Context: an optimization exercise on an open-source flow, tuned for small area and a short achievable clock period. The choices shown serve that exercise and are no tape-out recipe.
At most, simulation tests tie the RTL to the original design; equivalence was not proved.
Power figures rest on the tool's default switching activity, not on a simulated workload.

==> run a: inputs <==
==> flow/design.v (excerpt) <==
module median_3x3(
	input clk,
	input [8 - 1 : 0] i_p0, i_p1, i_p2,
	input [8 - 1 : 0] i_p3, i_p4, i_p5,
	input [8 - 1 : 0] i_p6, i_p7, i_p8,
	output reg [8 - 1 : 0] o_median
);
	wire m7_r0_lo = i_p0[7] & i_p1[7] & i_p2[7];
	wire m7_r0_md = (i_p0[7] & i_p1[7]) | (i_p0[7] & i_p2[7]) | (i_p1[7] & i_p2[7]);
	wire m7_r0_hi = i_p0[7] | i_p1[7] | i_p2[7];
	wire m7_r1_lo = i_p3[7] & i_p4[7] & i_p5[7];
	wire m7_r1_md = (i_p3[7] & i_p4[7]) | (i_p3[7] & i_p5[7]) | (i_p4[7] & i_p5[7]);
	wire m7_r1_hi = i_p3[7] | i_p4[7] | i_p5[7];
	wire m7_r2_lo = i_p6[7] & i_p7[7] & i_p8[7];
	wire m7_r2_md = (i_p6[7] & i_p7[7]) | (i_p6[7] & i_p8[7]) | (i_p7[7] & i_p8[7]);
	wire m7_r2_hi = i_p6[7] | i_p7[7] | i_p8[7];
	wire m7_a = m7_r0_lo | m7_r1_lo | m7_r2_lo;
	wire m7_b = (m7_r0_md & m7_r1_md) | (m7_r0_md & m7_r2_md) | (m7_r1_md & m7_r2_md);
	wire m7_c = m7_r0_hi & m7_r1_hi & m7_r2_hi;
	wire m7 = (m7_a & m7_b) | (m7_a & m7_c) | (m7_b & m7_c);
	wire e6_0_0 = i_p0[7] | i_p0[6];
	wire e6_0_1 = (i_p0[6] & i_p0[7]);
	wire e6_1_0 = i_p1[7] | i_p1[6];
	wire e6_1_1 = (i_p1[6] & i_p1[7]);
	wire e6_2_0 = i_p2[7] | i_p2[6];
	wire e6_2_1 = (i_p2[6] & i_p2[7]);
	wire e6_3_0 = i_p3[7] | i_p3[6];
	wire e6_3_1 = (i_p3[6] & i_p3[7]);
	wire e6_4_0 = i_p4[7] | i_p4[6];
	wire e6_4_1 = (i_p4[6] & i_p4[7]);
	wire e6_5_0 = i_p5[7] | i_p5[6];
	wire e6_5_1 = (i_p5[6] & i_p5[7]);
	wire e6_6_0 = i_p6[7] | i_p6[6];
  ...
Settings: LEC_CHECK=0, ABC_AREA=1, CAP_MARGIN=20, CORE_MARGIN=2, CORE_UTILIZATION=55, CTS_BUF_LIST=sky130_fd_sc_hd__clkbuf_8, SETUP_SLACK_MARGIN=3.2, SLEW_MARGIN=20; clock period 6.0 ns.
standard.sh (not shown) runs the stock make flow with config.mk's settings and CLKGATE_MAP_FILE= SYNTH_SCRIPT=/design/flow/synth_recipe.tcl, a recipe that flattens the netlist after the stock synthesis.
==> flow/flow/run.sh <==
#!/bin/bash
# The standard layout (the standard.sh, ORFS from synthesis to the final
# layout), with the smallest buffer on the ports instead of ORFS's default
# choice. Each tool's output is in orfs/logs; standard.sh's own output in
# standard.log.
export BUFFER_PORTS_ARGS="-buffer_cell sky130_fd_sc_hd__buf_1"
bash standard.sh > standard.log 2>&1
==> run b: changes against run a <==
--- a/flow/design.v
+++ b/flow/design.v
@@ -131,51 +131,69 @@
 	wire lt6_7 = lt7_7 | (~e6_7 & m6);
 	wire gt6_7 = gt7_7 | (e6_7 & ~m6);
 	wire lt6_8 = lt7_8 | (~e6_8 & m6);
 	wire gt6_8 = gt7_8 | (e6_8 & ~m6);
 	reg [5:0] s1_p0;
+	reg s1_p0_lt, s1_p0_gt;
 	reg [5:0] s1_p1;
+	reg s1_p1_lt, s1_p1_gt;
 	reg [5:0] s1_p2;
+	reg s1_p2_lt, s1_p2_gt;
 	reg [5:0] s1_p3;
+	reg s1_p3_lt, s1_p3_gt;
 	reg [5:0] s1_p4;
+	reg s1_p4_lt, s1_p4_gt;
 	reg [5:0] s1_p5;
+	reg s1_p5_lt, s1_p5_gt;
 	reg [5:0] s1_p6;
+	reg s1_p6_lt, s1_p6_gt;
 	reg [5:0] s1_p7;
+	reg s1_p7_lt, s1_p7_gt;
 	reg [5:0] s1_p8;
+	reg s1_p8_lt, s1_p8_gt;
 	reg s1_m7;
 	reg s1_m6;
-	wire m5_r0_lo = s1_p0[5] & s1_p1[5] & s1_p2[5];
-	wire m5_r0_md = (s1_p0[5] & s1_p1[5]) | (s1_p0[5] & s1_p2[5]) | (s1_p1[5] & s1_p2[5]);
-	wire m5_r0_hi = s1_p0[5] | s1_p1[5] | s1_p2[5];
-	wire m5_r1_lo = s1_p3[5] & s1_p4[5] & s1_p5[5];
-	wire m5_r1_md = (s1_p3[5] & s1_p4[5]) | (s1_p3[5] & s1_p5[5]) | (s1_p4[5] & s1_p5[5]);
-	wire m5_r1_hi = s1_p3[5] | s1_p4[5] | s1_p5[5];
-	wire m5_r2_lo = s1_p6[5] & s1_p7[5] & s1_p8[5];
-	wire m5_r2_md = (s1_p6[5] & s1_p7[5]) | (s1_p6[5] & s1_p8[5]) | (s1_p7[5] & s1_p8[5]);
-	wire m5_r2_hi = s1_p6[5] | s1_p7[5] | s1_p8[5];
+	wire e5_0 = s1_p0_gt | (s1_p0[5] & ~s1_p0_lt);
+	wire e5_1 = s1_p1_gt | (s1_p1[5] & ~s1_p1_lt);
+	wire e5_2 = s1_p2_gt | (s1_p2[5] & ~s1_p2_lt);
+	wire e5_3 = s1_p3_gt | (s1_p3[5] & ~s1_p3_lt);
+	wire e5_4 = s1_p4_gt | (s1_p4[5] & ~s1_p4_lt);
+	wire e5_5 = s1_p5_gt | (s1_p5[5] & ~s1_p5_lt);
+	wire e5_6 = s1_p6_gt | (s1_p6[5] & ~s1_p6_lt);
+	wire e5_7 = s1_p7_gt | (s1_p7[5] & ~s1_p7_lt);
+	wire e5_8 = s1_p8_gt | (s1_p8[5] & ~s1_p8_lt);
+	wire m5_r0_lo = e5_0 & e5_1 & e5_2;
+	wire m5_r0_md = (e5_0 & e5_1) | (e5_0 & e5_2) | (e5_1 & e5_2);
+	wire m5_r0_hi = e5_0 | e5_1 | e5_2;
+	wire m5_r1_lo = e5_3 & e5_4 & e5_5;
+	wire m5_r1_md = (e5_3 & e5_4) | (e5_3 & e5_5) | (e5_4 & e5_5);
+	wire m5_r1_hi = e5_3 | e5_4 | e5_5;
+	wire m5_r2_lo = e5_6 & e5_7 & e5_8;
+	wire m5_r2_md = (e5_6 & e5_7) | (e5_6 & e5_8) | (e5_7 & e5_8);
+	wire m5_r2_hi = e5_6 | e5_7 | e5_8;
 	wire m5_a = m5_r0_lo | m5_r1_lo | m5_r2_lo;
 	wire m5_b = (m5_r0_md & m5_r1_md) | (m5_r0_md & m5_r2_md) | (m5_r1_md & m5_r2_md);
 	wire m5_c = m5_r0_hi & m5_r1_hi & m5_r2_hi;
 	wire m5 = (m5_a & m5_b) | (m5_a & m5_c) | (m5_b & m5_c);
-	wire e4_0_0 = s1_p0[5] | s1_p0[4];
-	wire e4_0_1 = (s1_p0[4] & s1_p0[5]);
-	wire e4_1_0 = s1_p1[5] | s1_p1[4];
-	wire e4_1_1 = (s1_p1[4] & s1_p1[5]);
-	wire e4_2_0 = s1_p2[5] | s1_p2[4];
-	wire e4_2_1 = (s1_p2[4] & s1_p2[5]);
-	wire e4_3_0 = s1_p3[5] | s1_p3[4];
-	wire e4_3_1 = (s1_p3[4] & s1_p3[5]);
-	wire e4_4_0 = s1_p4[5] | s1_p4[4];
-	wire e4_4_1 = (s1_p4[4] & s1_p4[5]);
-	wire e4_5_0 = s1_p5[5] | s1_p5[4];
-	wire e4_5_1 = (s1_p5[4] & s1_p5[5]);
-	wire e4_6_0 = s1_p6[5] | s1_p6[4];
-	wire e4_6_1 = (s1_p6[4] & s1_p6[5]);
-	wire e4_7_0 = s1_p7[5] | s1_p7[4];
-	wire e4_7_1 = (s1_p7[4] & s1_p7[5]);
-	wire e4_8_0 = s1_p8[5] | s1_p8[4];
-	wire e4_8_1 = (s1_p8[4] & s1_p8[5]);
+	wire e4_0_0 = e5_0 | (s1_p0[4] & ~s1_p0_lt);
+	wire e4_0_1 = s1_p0_gt | ((s1_p0[4] & ~s1_p0_lt) & e5_0);
+	wire e4_1_0 = e5_1 | (s1_p1[4] & ~s1_p1_lt);
+	wire e4_1_1 = s1_p1_gt | ((s1_p1[4] & ~s1_p1_lt) & e5_1);
+	wire e4_2_0 = e5_2 | (s1_p2[4] & ~s1_p2_lt);
+	wire e4_2_1 = s1_p2_gt | ((s1_p2[4] & ~s1_p2_lt) & e5_2);
+	wire e4_3_0 = e5_3 | (s1_p3[4] & ~s1_p3_lt);
+	wire e4_3_1 = s1_p3_gt | ((s1_p3[4] & ~s1_p3_lt) & e5_3);
+	wire e4_4_0 = e5_4 | (s1_p4[4] & ~s1_p4_lt);
+	wire e4_4_1 = s1_p4_gt | ((s1_p4[4] & ~s1_p4_lt) & e5_4);
+	wire e4_5_0 = e5_5 | (s1_p5[4] & ~s1_p5_lt);
+	wire e4_5_1 = s1_p5_gt | ((s1_p5[4] & ~s1_p5_lt) & e5_5);
+	wire e4_6_0 = e5_6 | (s1_p6[4] & ~s1_p6_lt);
+	wire e4_6_1 = s1_p6_gt | ((s1_p6[4] & ~s1_p6_lt) & e5_6);
+	wire e4_7_0 = e5_7 | (s1_p7[4] & ~s1_p7_lt);
+	wire e4_7_1 = s1_p7_gt | ((s1_p7[4] & ~s1_p7_lt) & e5_7);
+	wire e4_8_0 = e5_8 | (s1_p8[4] & ~s1_p8_lt);
+	wire e4_8_1 = s1_p8_gt | ((s1_p8[4] & ~s1_p8_lt) & e5_8);
 	wire m4_0_r0_lo = e4_0_0 & e4_1_0 & e4_2_0;
 	wire m4_0_r0_md = (e4_0_0 & e4_1_0) | (e4_0_0 & e4_2_0) | (e4_1_0 & e4_2_0);
 	wire m4_0_r0_hi = e4_0_0 | e4_1_0 | e4_2_0;
 	wire m4_0_r1_lo = e4_3_0 & e4_4_0 & e4_5_0;
 	wire m4_0_r1_md = (e4_3_0 & e4_4_0) | (e4_3_0 & e4_5_0) | (e4_4_0 & e4_5_0);
@@ -199,28 +217,28 @@
 	wire m4_1_a = m4_1_r0_lo | m4_1_r1_lo | m4_1_r2_lo;
 	wire m4_1_b = (m4_1_r0_md & m4_1_r1_md) | (m4_1_r0_md & m4_1_r2_md) | (m4_1_r1_md & m4_1_r2_md);
 	wire m4_1_c = m4_1_r0_hi & m4_1_r1_hi & m4_1_r2_hi;
 	wire m4_1 = (m4_1_a & m4_1_b) | (m4_1_a & m4_1_c) | (m4_1_b & m4_1_c);
 	wire m4 = ~m5 ? m4_0 : m4_1;
-	wire lt5_0 = (~s1_p0[5] & m5);
-	wire gt5_0 = (s1_p0[5] & ~m5);
-	wire lt5_1 = (~s1_p1[5] & m5);
-	wire gt5_1 = (s1_p1[5] & ~m5);
-	wire lt5_2 = (~s1_p2[5] & m5);
-	wire gt5_2 = (s1_p2[5] & ~m5);
-	wire lt5_3 = (~s1_p3[5] & m5);
-	wire gt5_3 = (s1_p3[5] & ~m5);
-	wire lt5_4 = (~s1_p4[5] & m5);
-	wire gt5_4 = (s1_p4[5] & ~m5);
-	wire lt5_5 = (~s1_p5[5] & m5);
-	wire gt5_5 = (s1_p5[5] & ~m5);
-	wire lt5_6 = (~s1_p6[5] & m5);
-	wire gt5_6 = (s1_p6[5] & ~m5);
-	wire lt5_7 = (~s1_p7[5] & m5);
-	wire gt5_7 = (s1_p7[5] & ~m5);
-	wire lt5_8 = (~s1_p8[5] & m5);
-	wire gt5_8 = (s1_p8[5] & ~m5);
+	wire lt5_0 = s1_p0_lt | (~e5_0 & m5);
+	wire gt5_0 = s1_p0_gt | (e5_0 & ~m5);
+	wire lt5_1 = s1_p1_lt | (~e5_1 & m5);
+	wire gt5_1 = s1_p1_gt | (e5_1 & ~m5);
+	wire lt5_2 = s1_p2_lt | (~e5_2 & m5);
+	wire gt5_2 = s1_p2_gt | (e5_2 & ~m5);
+	wire lt5_3 = s1_p3_lt | (~e5_3 & m5);
+	wire gt5_3 = s1_p3_gt | (e5_3 & ~m5);
+	wire lt5_4 = s1_p4_lt | (~e5_4 & m5);
+	wire gt5_4 = s1_p4_gt | (e5_4 & ~m5);
+	wire lt5_5 = s1_p5_lt | (~e5_5 & m5);
+	wire gt5_5 = s1_p5_gt | (e5_5 & ~m5);
+	wire lt5_6 = s1_p6_lt | (~e5_6 & m5);
+	wire gt5_6 = s1_p6_gt | (e5_6 & ~m5);
+	wire lt5_7 = s1_p7_lt | (~e5_7 & m5);
+	wire gt5_7 = s1_p7_gt | (e5_7 & ~m5);
+	wire lt5_8 = s1_p8_lt | (~e5_8 & m5);
+	wire gt5_8 = s1_p8_gt | (e5_8 & ~m5);
 	wire e4_0 = m5 ? e4_0_1 : e4_0_0;
 	wire e4_1 = m5 ? e4_1_1 : e4_1_0;
 	wire e4_2 = m5 ? e4_2_1 : e4_2_0;
 	wire e4_3 = m5 ? e4_3_1 : e4_3_0;
 	wire e4_4 = m5 ? e4_4_1 : e4_4_0;
@@ -488,19 +506,19 @@
 	wire e0_5 = m1 ? e0_5_1 : e0_5_0;
 	wire e0_6 = m1 ? e0_6_1 : e0_6_0;
 	wire e0_7 = m1 ? e0_7_1 : e0_7_0;
 	wire e0_8 = m1 ? e0_8_1 : e0_8_0;
 	always @(posedge clk) begin
-		s1_p0 <= {6{gt6_0}} | (i_p0[5:0] & ~{6{lt6_0}});
-		s1_p1 <= {6{gt6_1}} | (i_p1[5:0] & ~{6{lt6_1}});
-		s1_p2 <= {6{gt6_2}} | (i_p2[5:0] & ~{6{lt6_2}});
-		s1_p3 <= {6{gt6_3}} | (i_p3[5:0] & ~{6{lt6_3}});
-		s1_p4 <= {6{gt6_4}} | (i_p4[5:0] & ~{6{lt6_4}});
-		s1_p5 <= {6{gt6_5}} | (i_p5[5:0] & ~{6{lt6_5}});
-		s1_p6 <= {6{gt6_6}} | (i_p6[5:0] & ~{6{lt6_6}});
-		s1_p7 <= {6{gt6_7}} | (i_p7[5:0] & ~{6{lt6_7}});
-		s1_p8 <= {6{gt6_8}} | (i_p8[5:0] & ~{6{lt6_8}});
+		s1_p0 <= i_p0[5:0]; s1_p0_lt <= lt6_0; s1_p0_gt <= gt6_0;
+		s1_p1 <= i_p1[5:0]; s1_p1_lt <= lt6_1; s1_p1_gt <= gt6_1;
+		s1_p2 <= i_p2[5:0]; s1_p2_lt <= lt6_2; s1_p2_gt <= gt6_2;
+		s1_p3 <= i_p3[5:0]; s1_p3_lt <= lt6_3; s1_p3_gt <= gt6_3;
+		s1_p4 <= i_p4[5:0]; s1_p4_lt <= lt6_4; s1_p4_gt <= gt6_4;
+		s1_p5 <= i_p5[5:0]; s1_p5_lt <= lt6_5; s1_p5_gt <= gt6_5;
+		s1_p6 <= i_p6[5:0]; s1_p6_lt <= lt6_6; s1_p6_gt <= gt6_6;
+		s1_p7 <= i_p7[5:0]; s1_p7_lt <= lt6_7; s1_p7_gt <= gt6_7;
+		s1_p8 <= i_p8[5:0]; s1_p8_lt <= lt6_8; s1_p8_gt <= gt6_8;
 		s1_m7 <= m7;
 		s1_m6 <= m6;
 		s2_p0 <= {3{gt3_0}} | (s1_p0[2:0] & ~{3{lt3_0}});
 		s2_p1 <= {3{gt3_1}} | (s1_p1[2:0] & ~{3{lt3_1}});
 		s2_p2 <= {3{gt3_2}} | (s1_p2[2:0] & ~{3{lt3_2}});
--- a/flow/config.mk
+++ b/flow/config.mk
@@ -6,9 +6,9 @@
 export NUM_CORES = 4
 export LEC_CHECK = 0
 export ABC_AREA = 1
 export CAP_MARGIN = 20
 export CORE_MARGIN = 2
-export CORE_UTILIZATION = 55
+export CORE_UTILIZATION = 60
 export CTS_BUF_LIST = sky130_fd_sc_hd__clkbuf_8
 export SETUP_SLACK_MARGIN = 3.2
 export SLEW_MARGIN = 20
==> qor summary <==
quantity                                                                     run a                     run b
Result of the run                                                   finished clean            finished clean
Clock insertion delay at the later pin of the skew report                  0.38 ns                   0.45 ns
Hold Path Sink                                                               s2_m7               o_median[7]
Pwr per Cell Area                                                      581 nW/um^2               570 nW/um^2
Measured slew at the worst slew-check pin                                 0.599 ns                  0.581 ns
Internal power contribution                                                1.95 mW                   2.26 mW
Total leakage power                                                        3.63 nW                   3.85 nW
TAP cells                                                                      140                       133
Final non-filler cell area                                              7130 sq um                7940 sq um
Inst Count DP                                                                 1182                      1101
Maximum clock frequency                                                    367 MHz                   336 MHz
Detail Route met3 WL                                                   941 microns              2200 microns
Relative slew slack                                                          59.6%                     61.2%
Startpoint of the worst-slack reg-to-reg timing path                      s1_p1[5]                  s1_p5_lt
Syn_area_per_cell                                                       6.26 sq um                6.62 sq um
Fraction of area in multi-input gates                                        52.5%                     47.9%
Critical path's slowest cell                               sky130_fd_sc_hd__maj3_2  sky130_fd_sc_hd__dfxtp_2
Register area                                                           1950 sq um                2310 sq um
Clock network area share                                                     2.61%                     5.31%
Wire per inst                                                         13.5 microns              17.2 microns
Flip-flop and latch count                                                       96                       114
Met3 track demand over resource in global routing                            4.09%                     9.00%
Nets in the synthesized netlist                                               1048                       971
Global-route track usage on met1                                             39.0%                     44.3%
Number of nets at the end of the flow                                         1140                      1113
Area of the multi-input gates                                           3740 sq um                3810 sq um
Max stage delay on crit path                                               0.37 ns                   0.33 ns
The RTL of run b was laid out without a check of its function.

-- port drivers added, routing unchanged --
No port has a modelled driver above. Below, the same layouts with a new extraction and two added sets of constraints.
Step 1, drivers: a clkbuf_16 drives clk and a buf_2 each remaining input, both assumed.
Step 2 times the ports against the registers' clock, not the clock port: input delays grow and output delays shrink by t, the midpoint of the rising clock arrivals with the driver on.
a / b / c = ideal / step 1 / step 2; a / b = the first two.
run | t (ns) | setup WS [ns] | hold slack, ns | clock arrival spread, ns | worst slew at a driven data input, ns
run a | 0.406 | 3.273 / 3.287 / 2.881 | 0.334 / 0.334 / 0.334 | 0.018 / 0.018 | 0.03
run b | 0.482 | 3.020 / 3.020 / 2.710 | 0.330 / 0.330 / 0.330 | 0.016 / 0.016 | 0.05
After both steps setup and hold are still met in every run listed. The setup slack of run a, which loses most, moves by +0.014 ns with the drivers and by -0.392 ns with both steps.
